From an optimization exercise on the open Yosys and OpenROAD flow, aimed at small area and a short achievable clock period; shortcuts taken in it are not production practice. In this exercise RTL edits were held to simulation tests only and were not proved equivalent to the original.

==> 04-08 <==
==> flow/design.v (excerpt) <==
module calc_core (
	input clk,
	input [12:0] op_a,       
	input [12:0] op_b,       
	input [3:0] operator,    
	output [6:0] hex0,       
	output [6:0] hex1,
	output [6:0] hex2,
	output [6:0] hex3,
	output [6:0] hex4,
	output [6:0] hex5,       
	output [6:0] hex6        
);
==> module binaryToBcd, before the edit <==
module binaryToBcd(
	input [19:0] bin,
	output [23:0] bcd
);
	function [3:0] add3;
		input [3:0] d;
		begin
			add3[3] = d[3] | (d[2] & d[0]) | (d[2] & d[1]);
			add3[2] = (d[3] & d[0]) | (d[2] & ~d[1] & ~d[0]);
			add3[1] = (d[3] & ~d[0]) | (~d[2] & d[1]) | (d[1] & d[0]);
			add3[0] = (d[3] & ~d[0]) | (~d[3] & ~d[2] & d[0]) | (d[2] & d[1] & ~d[0]);
		end
	endfunction
	reg [43:0] s;
	integer i, d;
	always @(*) begin
		s = {24'd0, bin};
		for (i = 0; i < 20; i = i + 1) begin
			for (d = 0; d < 6; d = d + 1)
				s[20 + 4*d +: 4] = add3(s[20 + 4*d +: 4]);
			s = s << 1;
		end
	end
	assign bcd = s[43:20];
endmodule
export LEC_CHECK = 0
export ABC_AREA = 1
export CAP_MARGIN = 20
export CORE_MARGIN = 2
export CORE_UTILIZATION = 40
export SLEW_MARGIN = 20
create_clock -name core_clock -period 20.0 [get_ports {clk}]
run.sh (not shown) runs the stock make flow with config.mk's settings and CLKGATE_MAP_FILE= SYNTH_SCRIPT=/design/flow/synth_recipe.tcl, a recipe that flattens the netlist after the stock synthesis.
==> 10-09: changes against 04-08 <==
--- a/flow/design.v
+++ b/flow/design.v
@@ -33,10 +33,13 @@
 	function [3:0] add3;
 		input [3:0] d;
-		begin
-			add3[3] = d[3] | (d[2] & d[0]) | (d[2] & d[1]);
-			add3[2] = (d[3] & d[0]) | (d[2] & ~d[1] & ~d[0]);
-			add3[1] = (d[3] & ~d[0]) | (~d[2] & d[1]) | (d[1] & d[0]);
-			add3[0] = (d[3] & ~d[0]) | (~d[3] & ~d[2] & d[0]) | (d[2] & d[1] & ~d[0]);
-		end
+		case (d)
+			4'd5: add3 = 4'd8;
+			4'd6: add3 = 4'd9;
+			4'd7: add3 = 4'd10;
+			4'd8: add3 = 4'd11;
+			4'd9: add3 = 4'd12;
+			4'd10, 4'd11, 4'd12, 4'd13, 4'd14, 4'd15: add3 = 4'bxxxx;
+			default: add3 = d;
+		endcase
 	endfunction
 	reg [43:0] s;
==> flow/flow/run.sh (new file) <==
#!/bin/bash
# Own layout flow: the standard ORFS flow, with synthesis mapping the
# logic with flow/abc_area.script and without extracting adder cells.
set -euo pipefail
WORK=$(pwd)
rm -rf "$WORK/scripts_own"
cp -r "$FLOW_HOME/scripts" "$WORK/scripts_own"
cp "$WORK/flow/abc_area.script" "$WORK/scripts_own/abc_area.script"
EXTRA=""
[ -f "$WORK/flow/extra.txt" ] && EXTRA=$(cat "$WORK/flow/extra.txt")
bash standard.sh finish ABC_AREA=1 ADDER_MAP_FILE= SCRIPTS_DIR="$WORK/scripts_own" $EXTRA > "$WORK/flow_make.log" 2>&1
==> flow/flow/abc_area.script (new file) <==
strash
dch
map -B 0.9
topo
stime -c
buffer -c
upsize -c
dnsize -c
==> flow/standard.sh (new file) <==
#!/bin/bash
# synth_recipe.tcl (not shown) runs the flow's synth.tcl, then flattens the netlist and writes it again
# the make line also repeats each setting of config.mk as NAME=value (left out here)
make -C /OpenROAD-flow-scripts/flow DESIGN_CONFIG=/design/flow/config.mk WORK_HOME=/design/flow/orfs CLKGATE_MAP_FILE= SYNTH_SCRIPT=/design/flow/synth_recipe.tcl "${@:-finish}"
- CORE_UTILIZATION: 40 -> 60
removed: flow/run.sh
==> 07-11: changes against 04-08 <==
--- a/flow/design.v
+++ b/flow/design.v
@@ -33,10 +33,13 @@
 	function [3:0] add3;
 		input [3:0] d;
-		begin
-			add3[3] = d[3] | (d[2] & d[0]) | (d[2] & d[1]);
-			add3[2] = (d[3] & d[0]) | (d[2] & ~d[1] & ~d[0]);
-			add3[1] = (d[3] & ~d[0]) | (~d[2] & d[1]) | (d[1] & d[0]);
-			add3[0] = (d[3] & ~d[0]) | (~d[3] & ~d[2] & d[0]) | (d[2] & d[1] & ~d[0]);
-		end
+		case (d)
+			4'd5: add3 = 4'd8;
+			4'd6: add3 = 4'd9;
+			4'd7: add3 = 4'd10;
+			4'd8: add3 = 4'd11;
+			4'd9: add3 = 4'd12;
+			4'd10, 4'd11, 4'd12, 4'd13, 4'd14, 4'd15: add3 = 4'bxxxx;
+			default: add3 = d;
+		endcase
 	endfunction
 	reg [43:0] s;
==> flow/flow/run.sh (new file) <==
#!/bin/bash
# Own layout flow: the standard ORFS flow, with synthesis mapping the
# logic with flow/abc_area.script and without extracting adder cells.
set -euo pipefail
WORK=$(pwd)
rm -rf "$WORK/scripts_own"
cp -r "$FLOW_HOME/scripts" "$WORK/scripts_own"
cp "$WORK/flow/abc_area.script" "$WORK/scripts_own/abc_area.script"
EXTRA=""
[ -f "$WORK/flow/extra.txt" ] && EXTRA=$(cat "$WORK/flow/extra.txt")
bash standard.sh finish ABC_AREA=1 ADDER_MAP_FILE= SCRIPTS_DIR="$WORK/scripts_own" $EXTRA > "$WORK/flow_make.log" 2>&1
==> flow/flow/abc_area.script (new file) <==
strash
dch
amap
topo
stime -c
buffer -c
upsize -c
dnsize -c
==> flow/standard.sh (new file) <==
#!/bin/bash
# synth_recipe.tcl (not shown) runs the flow's synth.tcl, then flattens the netlist and writes it again
# the make line also repeats each setting of config.mk as NAME=value (left out here)
make -C /OpenROAD-flow-scripts/flow DESIGN_CONFIG=/design/flow/config.mk WORK_HOME=/design/flow/orfs CLKGATE_MAP_FILE= SYNTH_SCRIPT=/design/flow/synth_recipe.tcl "${@:-finish}"
- CORE_UTILIZATION: 40 -> 60
removed: flow/run.sh
==> run_results.csv <==
group,metric,value,unit
outcome,outcome,"no timing/DRC/antenna violations",
placed_design,placed_area,9380,um2
setup_path,crit_top_cell,"nor2_1",
min_path,timing.hold.worst.start,"op_b[12]",
routing,drt_first_pass_iters,6,
setup_path,worst-path-stages,72,
synthesis,synthTopCellsByCount,"nor2_1, a21oi_1, nand2_1",
[end of results for 07-11]
==> run_results.csv <==
group,metric,value,unit
clock_tree,cts_htree_levels,1,
synthesis,synthTopCellsByCount,"nand2_1, inv_1, nor2_1",
routing,drt_first_pass_iters,5,
synthesis,synth_edf_count,21,
outcome,outcome,"no timing/DRC/antenna violations",
cells_and_area,layout_commonest_cell,"nand2_1",
setup_path,crit_top_cell,"inv_1",
placed_design,placed_area,12500,um2
min_path,timing.hold.worst.start,"op_b[12]",
[end of results for 04-08]
==> run_results.csv <==
group,metric,value,unit
outcome,outcome,"no timing/DRC/antenna violations",
placed_design,placed_area,11200,um2
clock_tree,cts_tree,"yes",
cells_and_area,multi_input_area,8040,um2
synthesis,synth_nets,2081,
setup_path,worst-path-stages,49,
min_path,timing.hold.worst.start,"operator[3]",
setup_path,crit_top_cell,"nand2_1",
routing,drt_first_pass_iters,5,
[end of results for 10-09]

afterwards: timing with drivers on the ports:
The flow's constraints put no driver on any port. The routed layouts listed below were extracted and timed again, unchanged, in two steps. Step 1 assumes that a clkbuf_16 drives the clock port and a buf_2 every other input. Step 2 also shifts input and output timing later by t, the mid clock arrival at the registers, as if the neighbouring blocks saw the same clock. a / b / c = ideal ports / drivers / drivers and shift; a / b = the first two.
| run | t (ns) | setup WS [ns] | worst data-port slew with drivers (ns) | pins driven straight from the clock port |
|---|---|---|---|---|
| 04-08 | 0.298 | 8.443 / 8.463 / 8.164 | 0.04 | 1 |
| 10-09 | 0.309 | 9.271 / 9.230 / 9.539 | 0.03 | 1 |
| 07-11 | 0.290 | 3.701 / 3.668 / 3.959 | 0.04 | 1 |
After both steps every run listed still meets setup and hold. For 04-08, which loses most, drivers alone change the setup slack by +0.020 ns; drivers and shift together by -0.279 ns.
